From an optimization exercise on the open Yosys and OpenROAD flow, aimed at small area, a short achievable clock period and few clock cycles per item; shortcuts taken in it are not production practice. No functional check of the RTL was part of any run shown here.

==> flow/design.v, too long to show whole: its modules and the start of the top module <==
// module requant: 4402 lines
// module requant_top: 54 lines
module requant_top (
    input  wire        clk,
    input  wire        rst,
    input  wire [31:0] in_A_tdata,
    input  wire        in_A_tlast,
    input  wire        in_A_tvalid,
    output wire        in_A_tready,
    input  wire [31:0] in_bias_tdata,
    input  wire        in_bias_tlast,
    input  wire        in_bias_tvalid,
    output wire        in_bias_tready,
    input  wire [31:0] in_m_tdata,
    input  wire        in_m_tlast,
    input  wire        in_m_tvalid,
    output wire        in_m_tready,
    input  wire [7:0]  in_e_tdata,
    input  wire        in_e_tlast,
    input  wire        in_e_tvalid,
    output wire        in_e_tready,
    output wire [7:0]  out_D_tdata,
    output wire        out_D_tlast,
    output wire        out_D_tvalid,
    input  wire        out_D_tready
);
  // ...
==> flow/flow/run.sh <==
#!/bin/bash
set -euo pipefail
MARGIN=5.6
EXTRA="'BUFFER_PORTS_ARGS=-buffer_cell sky130_fd_sc_hd__buf_2'"
sed -e "s/SETUP_SLACK_MARGIN=[-0-9.]*/SETUP_SLACK_MARGIN=${MARGIN}/" \
    -e "s|\"\${@:-finish}\"|${EXTRA} \"\${@:-finish}\"|" standard.sh > standard_mod.sh
grep -q "SETUP_SLACK_MARGIN=${MARGIN}" standard_mod.sh
grep -q "BUFFER_PORTS_ARGS" standard_mod.sh
bash standard_mod.sh synth > flow_synth.log 2>&1
RES="$PWD/orfs/results/${FLOW_PLATFORM:-sky130hd}/requant_top/base"
cp "$RES/1_synth.odb" "$RES/1_synth_std.odb"
openroad -python -exit flow/fa_polarity.py "$RES/1_synth_std.odb" "$RES/1_synth.odb" > fa_polarity.log 2>&1
touch "$RES/1_synth.sdc"
bash standard_mod.sh > flow_make.log 2>&1
==> flow/flow/fa_polarity.py <==
# Inverter clean-up around full adders, run on the synthesized netlist
# (1_synth.odb) before floorplanning.
#
# Yosys's full-adder extraction leaves many inverters between full-adder
# cells.  A full adder is self-dual: FA(~a, ~b, ~c) = (~cout, ~sum).  So any
# full adder may be "flipped" (all three inputs and both outputs complemented)
# without changing the logic.  This script removes the plain inverters of the
# netlist, chooses a flip for each full adder that needs few inverters, and
# puts back one inverter per signal whose complement some pin needs.  Only
# combinational cells change; registers and ports are untouched.
import sys
import odb

src, dst = sys.argv[1], sys.argv[2]
db = odb.dbDatabase.create()
odb.read_db(db, src)
blk = db.getChip().getBlock()

INV = 'sky130_fd_sc_hd__inv_1'
inv_master = db.findMaster(INV)

def is_inv(inst):
    n = inst.getMaster().getName()
    return n.startswith('sky130_fd_sc_hd__inv_') or n.startswith('sky130_fd_sc_hd__clkinv_')

def is_fa(inst):
    return inst.getMaster().getName().startswith('sky130_fd_sc_hd__fa_')

def sig_iterms(inst):
    return [it for it in inst.getITerms() if it.getSigType() not in ('POWER', 'GROUND')]

def net_has_port(net):
    return net is not None and len(list(net.getBTerms())) > 0

def driver(net):
    for it in net.getITerms():
        if it.isOutputSignal():
            return it
    return None

# inverters we may remove: input and output nets are plain internal nets
removable = []
for inst in blk.getInsts():
    if not is_inv(inst):
        continue
    a = inst.findITerm('A').getNet()
    y = inst.findITerm('Y').getNet()
    if a is None or y is None or net_has_port(a) or net_has_port(y):
        continue
    if a.getSigType() == 'CLOCK' or y.getSigType() == 'CLOCK':
        continue
    removable.append(inst)
rem_set = set(r.getName() for r in removable)

def root(net):
    """(root net, polarity) after stripping removable inverters."""
    p = 0
    seen = 0
    while True:
        d = driver(net)
        if d is None or d.getInst().getName() not in rem_set:
            return net, p
        net = d.getInst().findITerm('A').getNet()
        p ^= 1
        seen += 1
        if seen > 1000:
            raise RuntimeError('inverter loop')

# every load pin that is not a removable inverter input: its (root, polarity)
loads = []          # [iterm, rootnet, pol, fa_inst_name or None]
for inst in blk.getInsts():
    if inst.getName() in rem_set:
        continue
    for it in sig_iterms(inst):
        if it.isOutputSignal() or it.getNet() is None:
            continue
        if not it.isInputSignal():
            continue
        r, p = root(it.getNet())
        loads.append([it, r, p, inst.getName() if is_fa(inst) else None])
# output ports driven through removable inverters cannot occur (excluded above)

fa_names = [i.getName() for i in blk.getInsts() if is_fa(i)]
flip = {n: 0 for n in fa_names}
# root net -> FA name that drives it (if any)
drv_fa = {}
for inst in blk.getInsts():
    if is_fa(inst):
        for it in sig_iterms(inst):
            if it.isOutputSignal() and it.getNet() is not None:
                drv_fa[it.getNet().getName()] = inst.getName()

by_root = {}
for ld in loads:
    by_root.setdefault(ld[1].getName(), []).append(ld)
fa_roots = {n: set() for n in fa_names}   # roots an FA touches (inputs and outputs)
for ld in loads:
    if ld[3] is not None:
        fa_roots[ld[3]].add(ld[1].getName())
for rn, fn in drv_fa.items():
    fa_roots[fn].add(rn)

def need(ld):
    rn = ld[1].getName()
    f = flip[drv_fa[rn]] if rn in drv_fa else 0
    g = flip[ld[3]] if ld[3] is not None else 0
    return ld[2] ^ f ^ g

def cost_root(rn):
    return 1 if any(need(ld) for ld in by_root.get(rn, [])) else 0

def total():
    return sum(cost_root(rn) for rn in by_root)

before_inv = len(removable)
c0 = total()
import random

def greedy():
    improved = True
    rounds = 0
    while improved and rounds < 50:
        improved = False
        rounds += 1
        for fn in fa_names:
            rs = fa_roots[fn]
            old = sum(cost_root(r) for r in rs)
            flip[fn] ^= 1
            new = sum(cost_root(r) for r in rs)
            if new < old:
                improved = True
            else:
                flip[fn] ^= 1
    return rounds

rounds = greedy()
best = total()
best_flip = dict(flip)
# perturb and re-descend (deterministic seed)
rng = random.Random(1)
for it in range(int(sys.argv[3]) if len(sys.argv) > 3 else 40):
    for fn in fa_names:
        flip[fn] = best_flip[fn]
    for fn in rng.sample(fa_names, max(1, len(fa_names) // 10)):
        flip[fn] ^= 1
    for fn in fa_names:
        rs = fa_roots[fn]
        old = sum(cost_root(r) for r in rs)
        flip[fn] ^= 1
        if sum(cost_root(r) for r in rs) > old:
            flip[fn] ^= 1
    greedy()
    t = total()
    if t < best:
        best = t
        best_flip = dict(flip)
for fn in fa_names:
    flip[fn] = best_flip[fn]
c1 = total()
print('fa_polarity: %d full adders, %d removable inverters, %d needed before, %d after (%d rounds, %d flipped)'
      % (len(fa_names), before_inv, c0, c1, rounds, sum(flip.values())))

# rebuild: disconnect loads, drop removable inverters, add one inverter per root needing it
inv_net = {}
cnt = [0]
def get_inv(rnet):
    rn = rnet.getName()
    if rn in inv_net:
        return inv_net[rn]
    cnt[0] += 1
    n = odb.dbNet_create(blk, 'fapol_n%d' % cnt[0])
    i = odb.dbInst_create(blk, inv_master, 'fapol_inv%d' % cnt[0])
    i.findITerm('A').connect(rnet)
    i.findITerm('Y').connect(n)
    inv_net[rn] = n
    return n

plan = [(ld[0], ld[1], need(ld)) for ld in loads]
for it, r, p in plan:
    it.disconnect()
old_nets = set()
for inst in removable:
    for it in sig_iterms(inst):
        if it.getNet() is not None:
            old_nets.add(it.getNet().getName())
        it.disconnect()
    odb.dbInst_destroy(inst)
for it, r, p in plan:
    it.connect(get_inv(r) if p else r)
# drop nets left without any connection
for nn in old_nets:
    n = blk.findNet(nn)
    if n is not None and len(list(n.getITerms())) == 0 and len(list(n.getBTerms())) == 0:
        odb.dbNet_destroy(n)
print('fa_polarity: %d inverters in place of %d' % (cnt[0], before_inv))
# a flipped adder's output nets carry the complement of what their names
# (from the RTL) say: give them fresh names
k = 0
for inst in blk.getInsts():
    if is_fa(inst) and flip.get(inst.getName()):
        for it in sig_iterms(inst):
            if it.isOutputSignal() and it.getNet() is not None:
                k += 1
                it.getNet().rename('fapol_x%d' % k)
odb.write_db(db, dst)
==> flow/standard.sh <==
#!/bin/bash
# synth_recipe.tcl (not shown) runs the flow's synth.tcl, then flattens the netlist and writes it again
# the make line also repeats each setting of config.mk as NAME=value (left out here)
make -C /OpenROAD-flow-scripts/flow DESIGN_CONFIG=/design/flow/config.mk WORK_HOME=/design/flow/orfs CLKGATE_MAP_FILE= SYNTH_SCRIPT=/design/flow/synth_recipe.tcl "${@:-finish}"
==> flow/config.mk <==
export PLATFORM = sky130hd
export DESIGN_NAME = requant_top
export DESIGN_NICKNAME = requant_top
export VERILOG_FILES = /design/flow/design.v
export SDC_FILE = /design/flow/constraint.sdc
export NUM_CORES = 4
export LEC_CHECK = 0
export CAP_MARGIN = 20
export CORE_MARGIN = 2
export CORE_UTILIZATION = 65
export SETUP_SLACK_MARGIN = 5
export SLEW_MARGIN = 20
==> flow/constraint.sdc <==
create_clock -name core_clock -period 9.0 [get_ports {clk}]
set_input_delay 1.8000 -clock core_clock [delete_from_list [all_inputs] [get_ports {clk}]]
set_output_delay 1.8000 -clock core_clock [all_outputs]
set_load 0.01 [all_outputs]
==> results.toml, run 1 <==
[yosys]
synthesis.nets = 4658
syn_area_um2 = 44040
yosys_warnings = 1

[clocking]
cts_tree = "done"
clk_pin_slew_worst_paths_ns = 0.06
cts_sinks = 662

[floorplanning]
ioPinCount = 129
die_y_um = 264.3

[outcome]
status = "timing/DRC/antenna clean"

[critical_path]
cp-startpoint = "requant_QKV.X[15]$_DFF_P_"
path_depth = 8
cp_cell_sequence = "buf_12, a22oi_1, xor2_1, fa_1, fa_1, fa_1, fa_1, inv_1"
critPathBufInv = 2
startpoint_type = "flop"
critPathMaxStageDelay_ns = 0.63
critPathRequiredTime_ns = 9.52

[timing]
final.period_utilization_pct = 37.27
setup_violations = 0
relSlewSlack_pct = 33.77

[routing]
antenna_left = 0
vias = 31498

[finish]
layout_commonest_cell = "a22oi_1"
multi_input_area_um2 = 26860
finalNonFillerCells = 4830

[grt]
grt_antenna_before_repair = 4
==> inputs of run 2 (changes only) <==
--- a/flow/flow/run.sh
+++ b/flow/flow/run.sh
@@ -1,6 +1,6 @@
 #!/bin/bash
 set -euo pipefail
-MARGIN=5.6
+MARGIN=5.7
 EXTRA="'BUFFER_PORTS_ARGS=-buffer_cell sky130_fd_sc_hd__buf_2'"
 sed -e "s/SETUP_SLACK_MARGIN=[-0-9.]*/SETUP_SLACK_MARGIN=${MARGIN}/" \
     -e "s|\"\${@:-finish}\"|${EXTRA} \"\${@:-finish}\"|" standard.sh > standard_mod.sh
==> results.toml, run 2 <==
[floorplanning]
initial_core_util_pct = 65.58
die_x_um = 264.3
ioPinCount = 129
rows = 95
fp.coreArea_um2 = 67160
dieArea_um2 = 69850
die_y_um = 264.3

[routing]
drc = 0
wl_met2_um = 61070
highest_layer = "met5"
vias_per_cell = 6.604
drtIter0Drc = 3584
drt_first_pass_iters = 7
drt_wl_total_um = 132800
antenna_left = 0
route.met3.wl_um = 15020
m1WireLength_um = 48140
vias = 32269
wire_per_inst_um = 27.19

[place]
placedInstanceArea_um2 = 45030
portBuffers = 128
dpl.cell_count = 4656
place.gp.congestion = 0.8900
pre_cts_ws_ns = 4.771
dp_hpwl_um = 80930

[finish]
fin_area_um2 = 49790
layout_commonest_cell = "a22oi_1"
layout.nets = 4692
syn_to_final_growth_pct = 13.05
reg.largest.list = "requant_QKV.q2 x186, requant_QKV.mem x54, requant_QKV.t4r x48"
fillCellCount = 4442
finalNonFillerCells = 4886
top_register = "requant_QKV.q2"
drive_gt1_share_pct = 14.61
multi_input_area_um2 = 27010
largest_register_ffs = 186
regArea_um2 = 15120
layout_common_cells = "a22oi_1 (494), dfxtp_1 (442), fa_1 (437)"

[yosys]
yosys_warnings = 1
syn_area_um2 = 44040
synth_cells = 3919
avgSynthCellArea_um2 = 11.24
synthesis.nets = 4658

[timing]
fin_skew_ns = 0.02796
final.period_utilization_pct = 37.59
relSlewSlack_pct = 31.04
setup_violations = 0
final_max_slew_viol_count = 0
layout_min_cycle_time_ns = 3.383
worst_pin_slew_ns = 1.034
hold_slack_ns = 0.3188
hold_viol = 0
fin_ws_ns = 5.617
rsz0062_at_grt = "yes"
fmax_mhz = 295.6
setup_tns_ns = 0

[min_path]
hold_path_class = "reg2reg"

[flow_run]
max-cap-violations = 0

[critical_path]
critPathMaxStageDelay_ns = 0.54
cp_cell_sequence = "clkbuf_8, a22oi_1, xor2_1, fa_1, fa_1, fa_1, fa_1, inv_1"
worstSetupEndpointType = "flop"
slowest_stage = "fa_1"
critPathRequiredTime_ns = 9.51
setup.worst_path.class = "reg2reg"
ff2ff_setup_slack_ns = 5.62
startpoint_type = "flop"
cp_common_cell = "fa_1"
worstPathArrival_ns = 3.90
cp_max_fo = 33

[grt]
overflow = 0
grt_pass1_wl_um = 196400
grt_antenna_before_repair = 2
track_usage_pct = 36.78
grt_pass1_vias = 33676
grt_max_degree = 76

[clocking]
cts_tree = "done"
cts_hold_buf = 0
cts_sinks = 662
clk_pin_slew_worst_paths_ns = 0.06
htreeDepth = 3
clkLatencyLatePin_ns = 0.63
root_buffer = "clkbuf_16"
clockBufferDepth = 3
cts_buffers = 72

[outcome]
status = "timing/DRC/antenna clean"
[run 2: changes by cell type in the layout (fill, tap and decap cells not counted), sizes merged]
cell / before / now
buf: 226 / 271
diode: 0 / 2
clkinvlp: 6 / 11
inv: 295 / 297
bufinv: 6 / 7
bufbuf: 0 / 3
clkbuf: 100 / 105
clkinv: 25 / 18
[run 2: repair_timing]
item / in CTS / in global routing
setup endpoints to repair: 171 / 112
pin swaps: 6 / 19
cloned: 3 / 2
gates resized for setup: 88 / 85
buffers inserted: 34 / 57
[run 2: layout make-up]
type | count | area share, %
clock buffers | 94 | 3.988
multi-input cells | 2637 | 54.26
flip-flops and latches | 662 | 30.37
clock inverters | 38 | 1.008
inverters | 295 | 2.272
repair buffers | 285 | 5.896
well taps | 873 | 2.194
diodes | 2 | 0.01005
[run 2: worst paths after layout]
check,from,end,cells after the start
setup reg to reg,requant_QKV.one[8]$_DFF_P_,requant_QKV.q2[139]$_DFF_P_,8
hold / removal,requant_QKV.sh2[4]$_DFF_P_,requant_QKV.sh3[4]$_DFF_P_,0
hold reg to reg,requant_QKV.sh2[4]$_DFF_P_,requant_QKV.sh3[4]$_DFF_P_,0
setup / recovery,requant_QKV.one[8]$_DFF_P_,requant_QKV.q2[139]$_DFF_P_,8
[run 2: worst max-delay path: cells and delay by family (launching register included)]
kind                       cells  cell delay, ns
adders and majority gates      4            1.99
AOI/OAI and AO/OA              1            0.36
DFF                            1            0.32
buffers and inverters          2            0.31
xor gates and xnor gates       1            0.27
[run 2: metal layers]
layer | up-vias | GRT usage, %
li1 | 13586 | -
met1 | 15962 | 45.31
met2 | 2133 | 59.57
met3 | 586 | 10.10
met4 | 2 | 18.90
met5 | - | 0
[run 2: stage by stage]
step,utilization (%)
2_1_floorplan,-
3_3_place_gp,67.01
3_5_place_dp,67.05
4_1_cts,72.18
5_1_grt,74.13
6_report,74.14

## what the ideal ports hide
The results above use ideal ports. As a check the final layouts listed here were re-extracted and re-timed, cells and wires unchanged. Step 1 (the two cells are an assumption about what drives the block):
set clk [get_ports {clk}]
set_driving_cell -lib_cell sky130_fd_sc_hd__clkbuf_16 $clk
set_driving_cell -lib_cell sky130_fd_sc_hd__buf_2 [delete_from_list [all_inputs] $clk]
Step 2 adds t to the input delays and takes it off the output delays; t is the mean of the earliest and latest rising clock arrival at the registers after step 1. Input paths then give back, and output paths get back, about the clock's delay inside the block. Three values: no drivers, after step 1, after step 2; two values: the first two.
run	shift t [ns]	slack for setup (ns)	worst setup path after step 2	slew at the worst register clock pin (ns)	cell pins on the clock port's net
run 1	0.694	5.646 / 5.646 / 5.434	input to register	0.07 / 0.07	1
run 2	0.688	5.617 / 5.617 / 5.364	input to register	0.07 / 0.07	1
After both steps setup and hold are still met in every run listed. The setup slack of run 2, which loses most, moves by 0.000 ns with the drivers and by -0.253 ns with both steps.
